This design comes from an exercise in tuning for small area, a short achievable clock period and few clock cycles on the open sky130 flow, not from production work.
The RTL was checked by simulation tests, not by an equivalence proof against the original design.

Design fir_filter, start of the top module:
module fir_filter #(
    parameter DATA_WIDTH = 16,
    parameter TAPS = 16
)(
    input wire clk,
    input wire reset,
    input wire start_fir,
    input wire [1:0] filter_mode,
    input wire [TAPS*DATA_WIDTH-1:0] input_buffer,
    output reg signed [DATA_WIDTH-1:0] fir_output,
    output reg fir_done
);
export LEC_CHECK = 0
export CAP_MARGIN = 0
export CORE_MARGIN = 2
export CORE_UTILIZATION = 40
export GPL_TIMING_DRIVEN = 0
export PLACE_DENSITY = 0.6
export SLEW_MARGIN = 0
export SYNTH_HIERARCHICAL = 1
export SYNTH_MINIMUM_KEEP_SIZE = 0
create_clock -name core_clock -period 11.0 [get_ports {clk}]
standard.sh (not shown) runs the stock make flow with config.mk's settings and CLKGATE_MAP_FILE= SYNTH_SCRIPT=/design/flow/synth_recipe.tcl, a recipe that flattens the netlist after the stock synthesis.
==> flow/flow/run.sh <==
#!/bin/bash
# The standard layout (standard.sh), with smaller port buffers and power
# recovery (downsizing of gates off the critical paths) after global routing.
set -uo pipefail
bash standard.sh "BUFFER_PORTS_ARGS=-buffer_cell sky130_fd_sc_hd__buf_1" RECOVER_POWER=100 finish > standard_make.log 2>&1
Testbench counts at the start, summed over its fixed seeds: cycles 1,032.
Rerun with:
==> flow/flow/run.sh (replaced) <==
#!/bin/bash
# The standard layout (standard.sh) with smaller port buffers (buf_1).
set -uo pipefail
bash standard.sh "BUFFER_PORTS_ARGS=-buffer_cell sky130_fd_sc_hd__buf_1" finish > standard_make.log 2>&1
CAP_MARGIN = 20   (was 0)
SETUP_SLACK_MARGIN = 4.0   (was not set)
SLEW_MARGIN = 20   (was 0)
Global-route usage grows by 0.40 points.
Critical path depth grows by 1.
Setup slack improved by 0.68 ns.
Via count grows by about 1.6%.
Utilization grows by 1.7 points.
Hold slack improved by 0.013 ns.
Synthesized area does not change.

* * *

## south
Another version of the RTL of fir_filter (not shown whole).
Size: about 280 I/O pins, about 17000 um2 of cells after synthesis.
export LEC_CHECK = 0
export CAP_MARGIN = 20
export CORE_MARGIN = 2
export CORE_UTILIZATION = 40
export GPL_TIMING_DRIVEN = 1
export PLACE_DENSITY = 0.6
export SETUP_SLACK_MARGIN = 3.9
export SLEW_MARGIN = 20
export SYNTH_HIERARCHICAL = 1
export SYNTH_MINIMUM_KEEP_SIZE = 0
create_clock -name core_clock -period 11.0 [get_ports {clk}]
==> flow/flow/run.sh <==
#!/bin/bash
# The standard layout (standard.sh) with smaller port buffers (buf_1).
set -uo pipefail
bash standard.sh "BUFFER_PORTS_ARGS=-buffer_cell sky130_fd_sc_hd__buf_1" finish > standard_make.log 2>&1
south went all the way through the flow, and no timing, DRC or antenna check failed.
Testbench counts of south, summed over its fixed seeds: cycles 1,032.
For north, these inputs were changed with respect to south:
Settings: changing SETUP_SLACK_MARGIN from 3.9 to 4.3.
--- outcome ---
Going from south to north, number of nets in the layout +0.48%, maximum frequency now sits higher, deepest level of the CTS H-tree level, shortest period the worst path allows fell 0.39 ns.
Diff south -> north | via count of the first global-routing pass | up slightly
Each of the runs, namely north and south, reached the end of the flow and came out clean.
More vias were needed by north than by south.
north vs. south: synthesized netlist cell count neither gained nor lost much; non-clock buffer count shows an increase of about 5%; multi-input combinational cell area went up.

* * *

run A:
Another version of the RTL of fir_filter (not shown whole).
For scale: about 1800 cells after synthesis, about 63 flip-flops, ~280 I/O pins, ~18000 um^2 of cells after synthesis.
clock: 11.0 ns
lec_check: 0
cap_margin: 0
core_margin: 2
core_utilization: 40
gpl_timing_driven: 0
place_density: 0.6
slew_margin: 0
synth_hierarchical: 1
synth_minimum_keep_size: 0
==> flow/flow/run.sh <==
#!/bin/bash
# The standard layout (standard.sh), with smaller port buffers and power
# recovery (downsizing of gates off the critical paths) after global routing.
set -uo pipefail
bash standard.sh "BUFFER_PORTS_ARGS=-buffer_cell sky130_fd_sc_hd__buf_1" RECOVER_POWER=100 finish > standard_make.log 2>&1
Run A: flow complete, layout not clean; failing: capacitance limit, slew limit
Testbench counts of run A, summed over its fixed seeds: cycles 1,032.
Setup changes, run A to run B
# run A
export LEC_CHECK = 0
export CAP_MARGIN = 0
export CORE_MARGIN = 2
export CORE_UTILIZATION = 40
export GPL_TIMING_DRIVEN = 0
export PLACE_DENSITY = 0.6
export SLEW_MARGIN = 0
export SYNTH_HIERARCHICAL = 1
export SYNTH_MINIMUM_KEEP_SIZE = 0
create_clock -name core_clock -period 11.0 [get_ports {clk}]
# run B
export LEC_CHECK = 0
export CAP_MARGIN = 20
export CORE_MARGIN = 2
export CORE_UTILIZATION = 50
export GPL_TIMING_DRIVEN = 0
export PLACE_DENSITY = 0.65
export SETUP_SLACK_MARGIN = 4.0
export SLEW_MARGIN = 20
export SYNTH_HIERARCHICAL = 1
export SYNTH_MINIMUM_KEEP_SIZE = 0
create_clock -name core_clock -period 11.0 [get_ports {clk}]
==> flow/flow/run.sh <==
#!/bin/bash
# The standard layout (standard.sh) with smaller port buffers (buf_1).
set -uo pipefail
bash standard.sh "BUFFER_PORTS_ARGS=-buffer_cell sky130_fd_sc_hd__buf_1" finish > standard_make.log 2>&1
==> run summary <==
- Of the two values seen for highest-delay cell along the critical path, sky130_fd_sc_hd__fa_2 was produced by run B and sky130_fd_sc_hd__clkbuf_1 by run A.
- Compared with run A, run B shows a higher design area.
- Run B ended with every stage complete and zero timing, DRC or antenna violations.
- Sequential share of layout area, run B and run A: lower on run B
- Compared to run A, the router laid down more metal wire for run B.
- Delta (run B minus run A): worst slack at placement climbed 0.061 ns.
Changes in run C relative to run B:
# run B
export LEC_CHECK = 0
export CAP_MARGIN = 20
export CORE_MARGIN = 2
export CORE_UTILIZATION = 50
export GPL_TIMING_DRIVEN = 0
export PLACE_DENSITY = 0.65
export SETUP_SLACK_MARGIN = 4.0
export SLEW_MARGIN = 20
export SYNTH_HIERARCHICAL = 1
export SYNTH_MINIMUM_KEEP_SIZE = 0
create_clock -name core_clock -period 11.0 [get_ports {clk}]
# run C
export LEC_CHECK = 0
export CAP_MARGIN = 20
export CORE_MARGIN = 2
export CORE_UTILIZATION = 40
export GPL_TIMING_DRIVEN = 0
export PLACE_DENSITY = 0.6
export SETUP_SLACK_MARGIN = 3.5
export SLEW_MARGIN = 20
export SYNTH_HIERARCHICAL = 1
export SYNTH_MINIMUM_KEEP_SIZE = 0
create_clock -name core_clock -period 11.0 [get_ports {clk}]
## What came out
- Run C went all the way through synthesis, placement and routing and the layout is clean on timing, DRC and antenna.
- Side by side, total wire length turned out lower in run C than in run B.
- Taking run B as the reference, in run C sum of met3 wire segment lengths after detailed routing went down.
- Run C vs. run B: worst setup slack went down by 0.34 ns, utilization shrank by 13 points.
For run D, these inputs were changed with respect to run C:
# run C
export LEC_CHECK = 0
export CAP_MARGIN = 20
export CORE_MARGIN = 2
export CORE_UTILIZATION = 40
export GPL_TIMING_DRIVEN = 0
export PLACE_DENSITY = 0.6
export SETUP_SLACK_MARGIN = 3.5
export SLEW_MARGIN = 20
export SYNTH_HIERARCHICAL = 1
export SYNTH_MINIMUM_KEEP_SIZE = 0
create_clock -name core_clock -period 11.0 [get_ports {clk}]
# run D
export LEC_CHECK = 0
export CAP_MARGIN = 20
export CORE_MARGIN = 2
export CORE_UTILIZATION = 40
export GPL_TIMING_DRIVEN = 0
export PLACE_DENSITY = 0.6
export SETUP_SLACK_MARGIN = 4.0
export SLEW_MARGIN = 20
export SYNTH_HIERARCHICAL = 1
export SYNTH_MINIMUM_KEEP_SIZE = 0
create_clock -name core_clock -period 11.0 [get_ports {clk}]
==> flow/flow/run.sh <==
#!/bin/bash
# The standard layout (standard.sh), with smaller port buffers and power
# recovery (downsizing of gates off the critical paths) after global routing.
set -uo pipefail
bash standard.sh "BUFFER_PORTS_ARGS=-buffer_cell sky130_fd_sc_hd__buf_1" RECOVER_POWER=100 finish > standard_make.log 2>&1
### Flow results
- Compared with run C, area of all placed cells without fillers in run D increased by a few percent.
- Going from run C to run D, met1 global-route usage up 0.33 points, area of combinational cells with multiple inputs increased 130 um^2.
- Cell count: run D higher than run C
- Diff run C -> run D: flip-flop and latch share of the layout cell area essentially unchanged; count of buffers not belonging to the clock network in the layout increased 7.
diff inputs: run D => run E
# run D
export LEC_CHECK = 0
export CAP_MARGIN = 20
export CORE_MARGIN = 2
export CORE_UTILIZATION = 40
export GPL_TIMING_DRIVEN = 0
export PLACE_DENSITY = 0.6
export SETUP_SLACK_MARGIN = 4.0
export SLEW_MARGIN = 20
export SYNTH_HIERARCHICAL = 1
export SYNTH_MINIMUM_KEEP_SIZE = 0
create_clock -name core_clock -period 11.0 [get_ports {clk}]
# run E
export LEC_CHECK = 0
export CAP_MARGIN = 20
export CORE_MARGIN = 2
export CORE_UTILIZATION = 40
export GPL_TIMING_DRIVEN = 1
export PLACE_DENSITY = 0.6
export SETUP_SLACK_MARGIN = 4.0
export SLEW_MARGIN = 20
export SYNTH_HIERARCHICAL = 1
export SYNTH_MINIMUM_KEEP_SIZE = 0
create_clock -name core_clock -period 11.0 [get_ports {clk}]
==> flow/flow/run.sh <==
#!/bin/bash
# The standard layout (standard.sh) with smaller port buffers (buf_1).
set -uo pipefail
bash standard.sh "BUFFER_PORTS_ARGS=-buffer_cell sky130_fd_sc_hd__buf_1" finish > standard_make.log 2>&1
==> run summary <==
From run D to run E the numbers moved as follows: final area -2.4%, combined area of the multi-input logic cells +about 0.36%, part of the cycle the worst path needs -15 points. Routed wire length (run E vs. run D) decreases by more than 10%. Changes observed in run E relative to run D: synthesis-to-layout area growth now sits lower; worst slack on hold paths now sits lower; worst setup slack now sits higher.
The inputs of run F differ from those of run E as listed below.
# run E
export LEC_CHECK = 0
export CAP_MARGIN = 20
export CORE_MARGIN = 2
export CORE_UTILIZATION = 40
export GPL_TIMING_DRIVEN = 1
export PLACE_DENSITY = 0.6
export SETUP_SLACK_MARGIN = 4.0
export SLEW_MARGIN = 20
export SYNTH_HIERARCHICAL = 1
export SYNTH_MINIMUM_KEEP_SIZE = 0
create_clock -name core_clock -period 11.0 [get_ports {clk}]
# run F
export LEC_CHECK = 0
export CAP_MARGIN = 20
export CORE_MARGIN = 2
export CORE_UTILIZATION = 40
export GPL_TIMING_DRIVEN = 1
export PLACE_DENSITY = 0.6
export SETUP_SLACK_MARGIN = 4.3
export SLEW_MARGIN = 20
export SYNTH_HIERARCHICAL = 1
export SYNTH_MINIMUM_KEEP_SIZE = 0
create_clock -name core_clock -period 11.0 [get_ports {clk}]
## What came out
Run F went all the way through synthesis, placement and routing and the layout is clean on timing, DRC and antenna. On detail-routed via count per cell, run E and run F are basically level. Sort run E and run F by global-route usage asc -> top: run E. Taking run E as the reference point, the number of buffers inserted by post-CTS setup repair of run F rises by 23. Maximum frequency grows slightly when moving from run E to run F. Changes observed in run F relative to run E: ratio of cells with drive above 1 in the final layout shows an increase of 6.6 points, post-route clock period utilization shows a reduction of 0.99 points, vias after detailed routing shows an increase of about 2.8%.

==> afterwards: timing with drivers on the ports <==
The results above use ideal ports. As a check the final layouts listed here were re-extracted and re-timed, cells and wires unchanged. Step 1 assumes that a clkbuf_16 drives the clock port and a buf_2 every other input. Step 2 times the ports against the registers' clock, not the clock port: input delays grow and output delays shrink by t, the midpoint of the rising clock arrivals with the driver on. Slacks: ideal / step 1 / step 2; pairs: ideal / step 1.
run | t (ns) | setup WS [ns] | worst setup path after step 2
the first run of note 1 | 0.422 | 3.045 / 2.983 / 2.674 | input to register
the second run of note 1 | 0.418 | 3.728 / 3.660 / 3.695 | input to register
south | 0.380 | 4.080 / 4.107 / 3.727 | input to register
north | 0.382 | 4.465 / 4.492 / 4.110 | input to register
run A | 0.374 | 2.412 / 2.435 / 2.060 | input to register
run B | 0.373 | 3.908 / 3.904 / 3.531 | input to register
run C | 0.376 | 3.568 / 3.588 / 3.212 | input to register
run D | 0.379 | 2.442 / 2.465 / 2.086 | input to register
run E | 0.398 | 4.084 / 4.062 / 3.712 | input to register
run F | 0.389 | 4.193 / 4.144 / 3.887 | input to register
The setup slack of run B, which loses most, moves by -0.004 ns with the drivers and by -0.377 ns with both steps.
